What follows belongs to an exercise in optimizing a design on an open flow for small area; a production flow would make more cautious choices. The RTL was checked by simulation tests, not by an equivalence proof against the original design. The flow treats the clock pin as an ideal source, which a real chip does not have. No activity file was given, so power comes from the tool's default toggle rates.

==> job 8018 <==
// acc_bias_relu
module acc_bias_relu(
    input i_add4_end,
    input clk,
    input rst_n,
    input layer1,
    output o_acc_end,
    input [15:0] i_acc_bias_fm_col,
    input i_add4_valid,
    input signed [22*32-1:0] i_add4_data,
    input signed [22*32-1:0] i_bias,
    input [15:0] i_bias_addr_base,
    output [15:0] o_sel_bias_addr,
    output [8*32-1:0] o_acc_data_out,
    output o_acc_data_out_valid
    );
wire [7*32-1:0] res;
genvar k;
generate
    for (k = 0; k < 32; k = k + 1) begin : lane
        relu_lane u (.a(i_add4_data[22*k +: 22]), .b(i_bias[22*k +: 22]), .y(res[7*k +: 7]));
    end
endgenerate
reg [7*32-1:0] d1, d2, d3, d4, d5;
always @(posedge clk) begin
    d1 <= {~res[7*32-1:7*16], res[7*16-1:0]};
    d2 <= d1;
    d3 <= d2;
    d4 <= d3;
    d5 <= d4;
end
reg [4:0] vld;
reg [15:0] sel_bias_addr_buf;
reg acc_end_ff1, acc_end_ff2;
always @(posedge clk) begin
    if (!rst_n) begin
        vld <= 0;
        sel_bias_addr_buf <= i_bias_addr_base;
        acc_end_ff1 <= 0;
        acc_end_ff2 <= 0;
    end else begin
        vld <= {vld[3:0], i_add4_valid};
        if (i_add4_end)
            sel_bias_addr_buf <= sel_bias_addr_buf + 16'd32;
        acc_end_ff1 <= i_add4_end;
        acc_end_ff2 <= acc_end_ff1;
    end
end
generate
    for (k = 0; k < 32; k = k + 1) begin : outb
  ...
==> module relu_lane, before the edit <==
module relu_lane (input [21:0] a, input [21:0] b, output [6:0] y);
wire [21:0] p = a ^ b;
wire [21:0] g = a & b;
wire g10 = g[1] | (p[1] & g[0]);
wire g32 = g[3] | (p[3] & g[2]);
wire p32 = p[3] & p[2];
wire g54 = g[5] | (p[5] & g[4]);
wire p54 = p[5] & p[4];
wire g30 = g32 | (p32 & g10);
wire c6 = g54 | (p54 & g30);
wire c7 = g[6] | (p[6] & c6);
wire s6 = p[6] ^ c6;
wire [8:0] c;
assign c[0] = c7;
wire Gx0 = g[8] | (p[8] & g[7]);
wire Px0 = p[8] & p[7];
wire Gx1 = g[10] | (p[10] & g[9]);
wire Px1 = p[10] & p[9];
wire Gx2 = g[12] | (p[12] & g[11]);
wire Px2 = p[12] & p[11];
wire Gx3 = g[14] | (p[14] & g[13]);
wire Px3 = p[14] & p[13];
wire Gx4 = Gx1 | (Px1 & Gx0);
wire Px4 = Px1 & Px0;
wire Gx5 = Gx3 | (Px3 & Gx2);
wire Px5 = Px3 & Px2;
wire Gx6 = Gx5 | (Px5 & Gx4);
wire Px6 = Px5 & Px4;
wire Gx7 = Gx2 | (Px2 & Gx4);
wire Px7 = Px2 & Px4;
wire Gx8 = g[9] | (p[9] & Gx0);
wire Px8 = p[9] & Px0;
wire Gx9 = g[11] | (p[11] & Gx4);
wire Px9 = p[11] & Px4;
wire Gx10 = g[13] | (p[13] & Gx7);
wire Px10 = p[13] & Px7;
assign c[1] = g[7] | (p[7] & c7);
assign c[2] = Gx0 | (Px0 & c7);
assign c[3] = Gx8 | (Px8 & c7);
assign c[4] = Gx4 | (Px4 & c7);
assign c[5] = Gx9 | (Px9 & c7);
assign c[6] = Gx7 | (Px7 & c7);
assign c[7] = Gx10 | (Px10 & c7);
assign c[8] = Gx6 | (Px6 & c7);
wire [7:0] q = p[14:7] ^ c[7:0];
wire [6:0] k;
assign k[0] = s6;
assign k[1] = k[0] & q[0];
assign k[2] = k[1] & q[1];
assign k[3] = k[2] & q[2];
assign k[4] = k[3] & q[3];
assign k[5] = k[4] & q[4];
assign k[6] = k[5] & q[5];
wire sat = q[7] | (k[6] & q[6]);
wire [6:0] r = q[6:0] ^ k;
wire [6:0] ch;
assign ch[0] = c[8];
assign ch[1] = g[15] | (p[15] & ch[0]);
assign ch[2] = g[16] | (p[16] & ch[1]);
assign ch[3] = g[17] | (p[17] & ch[2]);
assign ch[4] = g[18] | (p[18] & ch[3]);
assign ch[5] = g[19] | (p[19] & ch[4]);
assign ch[6] = g[20] | (p[20] & ch[5]);
wire c21 = ch[6];
wire neg = g[21] | (p[21] & ~c21);
assign y = neg ? 7'd0 : (r | {7{sat}});
endmodule
export LEC_CHECK = 0
export CAP_MARGIN = 20
export CORE_AREA = 10 10 430 310
export DIE_AREA = 0 0 440 320
export PLACE_DENSITY = 0.8
export SLEW_MARGIN = 40
create_clock -name core_clock -period 5.0 [get_ports {clk}]
standard.sh (not shown) runs the stock make flow with config.mk's settings and CLKGATE_MAP_FILE= SYNTH_SCRIPT=/design/flow/synth_recipe.tcl, a recipe that flattens the netlist after the stock synthesis.
==> flow/flow/run.sh <==
#!/bin/bash
# The standard layout (standard.sh: ORFS with synth_recipe.tcl), with these changes:
# - each port is buffered by the smallest buffer (buf_1), not the cell buffer_ports picks;
# - the clock tree is built with the clock_tree_synthesis arguments in CTS_ARGS;
# - synthesis leaves adders to ABC (no extract_fa step) and maps the logic with
#   flow/abc_speed.script, which recovers more area than ORFS's own script.
#   The registers are mapped exactly as in the standard synthesis (that happens before ABC).
# - nor2b cells are added to the platform's don't-use list: the layer1 mask then maps to
#   nor2 gates that share one inverter of layer1.
# Every other ORFS script is used unchanged, from a copy in ./scripts.
# ORFS writes each tool's full log under orfs/logs; standard.sh's output goes to standard.log.
set -euo pipefail
export BUFFER_PORTS_ARGS="-buffer_cell sky130_fd_sc_hd__buf_1"
export CTS_ARGS="-sink_clustering_enable -repair_clock_nets -buf_list sky130_fd_sc_hd__clkbuf_4 -sink_clustering_size 10 -sink_clustering_max_diameter 35 -dont_use_dummy_load"
export PLACE_PINS_ARGS="-min_distance 1 -min_distance_in_tracks"
rm -rf scripts
cp -r "$FLOW_HOME/scripts" scripts
cp flow/abc_speed.script scripts/abc_speed.script
# skip the full/half adder extraction: the condition line becomes a constant 0
grep -q '^  \[dont_use_adder_kinds\] ne "none"$' scripts/synth.tcl
sed -i 's/^  \[dont_use_adder_kinds\] ne "none"$/  0/' scripts/synth.tcl
export SCRIPTS_DIR="$PWD/scripts"
# the platform's don't-use list (from its config.mk) plus the extra cells; on make's command
# line, as the platform's config.mk sets the variable itself
du=$(sed -n '/^export DONT_USE_CELLS += /,/^#$/p' "$FLOW_HOME/platforms/sky130hd/config.mk" | grep -o 'sky130_fd_sc_hd__[a-z0-9_]*' | tr '\n' ' ')
bash standard.sh "DONT_USE_CELLS=$du sky130_fd_sc_hd__nor2b_1 sky130_fd_sc_hd__nor2b_2 sky130_fd_sc_hd__nor2b_4" finish > standard.log 2>&1
==> flow/flow/abc_speed.script <==
strash
&get -n
&st
&dch
&nf -R 1000
&put
&get -n
&st
&dch -f
&nf -R 1000
&put
topo
stime -c
buffer -c
upsize -c
dnsize -c
==> job 1727 (differences from job 8018) <==
--- a/flow/flow/run.sh
+++ b/flow/flow/run.sh
@@ -14,3 +14,2 @@
 export CTS_ARGS="-sink_clustering_enable -repair_clock_nets -buf_list sky130_fd_sc_hd__clkbuf_4 -sink_clustering_size 10 -sink_clustering_max_diameter 35 -dont_use_dummy_load"
-export PLACE_PINS_ARGS="-min_distance 1 -min_distance_in_tracks"
 rm -rf scripts
==> flow/flow/abc_speed.script (replaced) <==
strash
&get -n
&st
&dch
&nf -R 1000
&put
&get -n
&st
&dch -f
&nf -R 1000
&put
topo
stime -c
--- a/flow/config.mk
+++ b/flow/config.mk
@@ -8,4 +8,4 @@
 export CAP_MARGIN = 20
-export CORE_AREA = 10 10 430 310
-export DIE_AREA = 0 0 440 320
+export CORE_AREA = 10 10 550 390
+export DIE_AREA = 0 0 560 400
 export PLACE_DENSITY = 0.8
==> job 6890 (differences from job 8018) <==
--- a/flow/design.v
+++ b/flow/design.v
@@ -4,9 +4,10 @@
 wire [21:0] g = a & b;
-wire g10 = g[1] | (p[1] & g[0]);
-wire g32 = g[3] | (p[3] & g[2]);
-wire p32 = p[3] & p[2];
-wire g54 = g[5] | (p[5] & g[4]);
-wire p54 = p[5] & p[4];
-wire g30 = g32 | (p32 & g10);
-wire c6 = g54 | (p54 & g30);
+wire [6:0] cl;
+assign cl[1] = a[0] & b[0];
+assign cl[2] = (a[1] & b[1]) | (a[1] & cl[1]) | (b[1] & cl[1]);
+assign cl[3] = (a[2] & b[2]) | (a[2] & cl[2]) | (b[2] & cl[2]);
+assign cl[4] = (a[3] & b[3]) | (a[3] & cl[3]) | (b[3] & cl[3]);
+assign cl[5] = (a[4] & b[4]) | (a[4] & cl[4]) | (b[4] & cl[4]);
+assign cl[6] = (a[5] & b[5]) | (a[5] & cl[5]) | (b[5] & cl[5]);
+wire c6 = cl[6];
 wire c7 = g[6] | (p[6] & c6);
--- a/flow/flow/run.sh
+++ b/flow/flow/run.sh
@@ -7,4 +7,4 @@
 #   The registers are mapped exactly as in the standard synthesis (that happens before ABC).
-# - nor2b cells are added to the platform's don't-use list: the layer1 mask then maps to
-#   nor2 gates that share one inverter of layer1.
+# - DONT_USE_CELLS adds the cells it names to the platform's don't-use list (nor2b: the
+#   layer1 mask then maps to nor2 gates that share one inverter of layer1).
 # Every other ORFS script is used unchanged, from a copy in ./scripts.
@@ -14,3 +14,3 @@
 export CTS_ARGS="-sink_clustering_enable -repair_clock_nets -buf_list sky130_fd_sc_hd__clkbuf_4 -sink_clustering_size 10 -sink_clustering_max_diameter 35 -dont_use_dummy_load"
-export PLACE_PINS_ARGS="-min_distance 1 -min_distance_in_tracks"
+export DONT_USE_CELLS=""
 rm -rf scripts
@@ -22,5 +22,2 @@
 export SCRIPTS_DIR="$PWD/scripts"
-# the platform's don't-use list (from its config.mk) plus the extra cells; on make's command
-# line, as the platform's config.mk sets the variable itself
-du=$(sed -n '/^export DONT_USE_CELLS += /,/^#$/p' "$FLOW_HOME/platforms/sky130hd/config.mk" | grep -o 'sky130_fd_sc_hd__[a-z0-9_]*' | tr '\n' ' ')
-bash standard.sh "DONT_USE_CELLS=$du sky130_fd_sc_hd__nor2b_1 sky130_fd_sc_hd__nor2b_2 sky130_fd_sc_hd__nor2b_4" finish > standard.log 2>&1
+bash standard.sh > standard.log 2>&1
--- a/flow/config.mk
+++ b/flow/config.mk
@@ -8,4 +8,4 @@
 export CAP_MARGIN = 20
-export CORE_AREA = 10 10 430 310
-export DIE_AREA = 0 0 440 320
+export CORE_AREA = 10 10 550 390
+export DIE_AREA = 0 0 560 400
 export PLACE_DENSITY = 0.8
==> comparison table <==
                                                                       job 8018        job 1727        job 6890
Post-Synthesis Cells                                                      4,073           4,056           3,986
Final worst-path cycle share                                              80.2%           84.0%           77.9%
Proportion of cell area occupied by multi-input gates                     34.4%           32.9%           34.0%
Number of cells traversed by the worst hold path                              2               0               0
Horiz. Die Dim                                                           440 um          560 um          560 um
Maximum number of pins on one net before global-route repair                 49              39              33
Row count                                                                   109             139             139
Internal power contribution                                             14.3 mW         14.4 mW         14.4 mW
# Taps                                                                    1,665           2,749           2,749
Placed wire-length estimate                                          149,000 um      215,000 um      226,000 um
Syn Std Cell Area                                                   41,700 um^2     41,400 um^2     42,000 um^2
Final design instance area without fill                             50,700 um^2     52,300 um^2     52,500 um^2
Number of standard cells in the layout, taps in and fillers out           7,590           8,726           8,596
Worst path slowest cell                                               a2bb2oi_1          maj3_1          maj3_2
Number of buffers added to fix hold violations after cts                      2               0               9
Status                                                           finished clean  finished clean  finished clean

what the ideal ports hide:
Ports are ideal in the flow. The routed layouts listed here were re-timed in OpenROAD.
Step 1 (the two cells are an assumption about what drives the block):
set clk [get_ports {clk}]
set_driving_cell -lib_cell sky130_fd_sc_hd__clkbuf_16 $clk
set_driving_cell -lib_cell sky130_fd_sc_hd__buf_2 [delete_from_list [all_inputs] $clk]
Step 2 adds t to the input delays and takes it off the output delays; t is the mean of the earliest and latest rising clock arrival at the registers after step 1. Input paths then give back, and output paths get back, about the clock's delay inside the block.
Slacks: ideal ports / drivers / drivers and shift; pairs: ideal ports / drivers.
run	shift t [ns]	slack for setup (ns)	worst setup path at the end	latest minus earliest clock arrival (ns)	pins driven straight from the clock port
job 8018	1.081	0.988 / 1.013 / -0.069	input to register	0.185 / 0.185	1
job 1727	1.078	0.800 / 0.790 / -0.288	input to register	0.204 / 0.204	1
job 6890	1.098	1.103 / 1.131 / 0.033	input to register	0.168 / 0.168	1
Met with ideal ports but missed after step 2: setup timing in job 8018 and job 1727. The setup slack of job 1727, which loses most, moves by -0.010 ns with the drivers and by -1.088 ns with both steps.
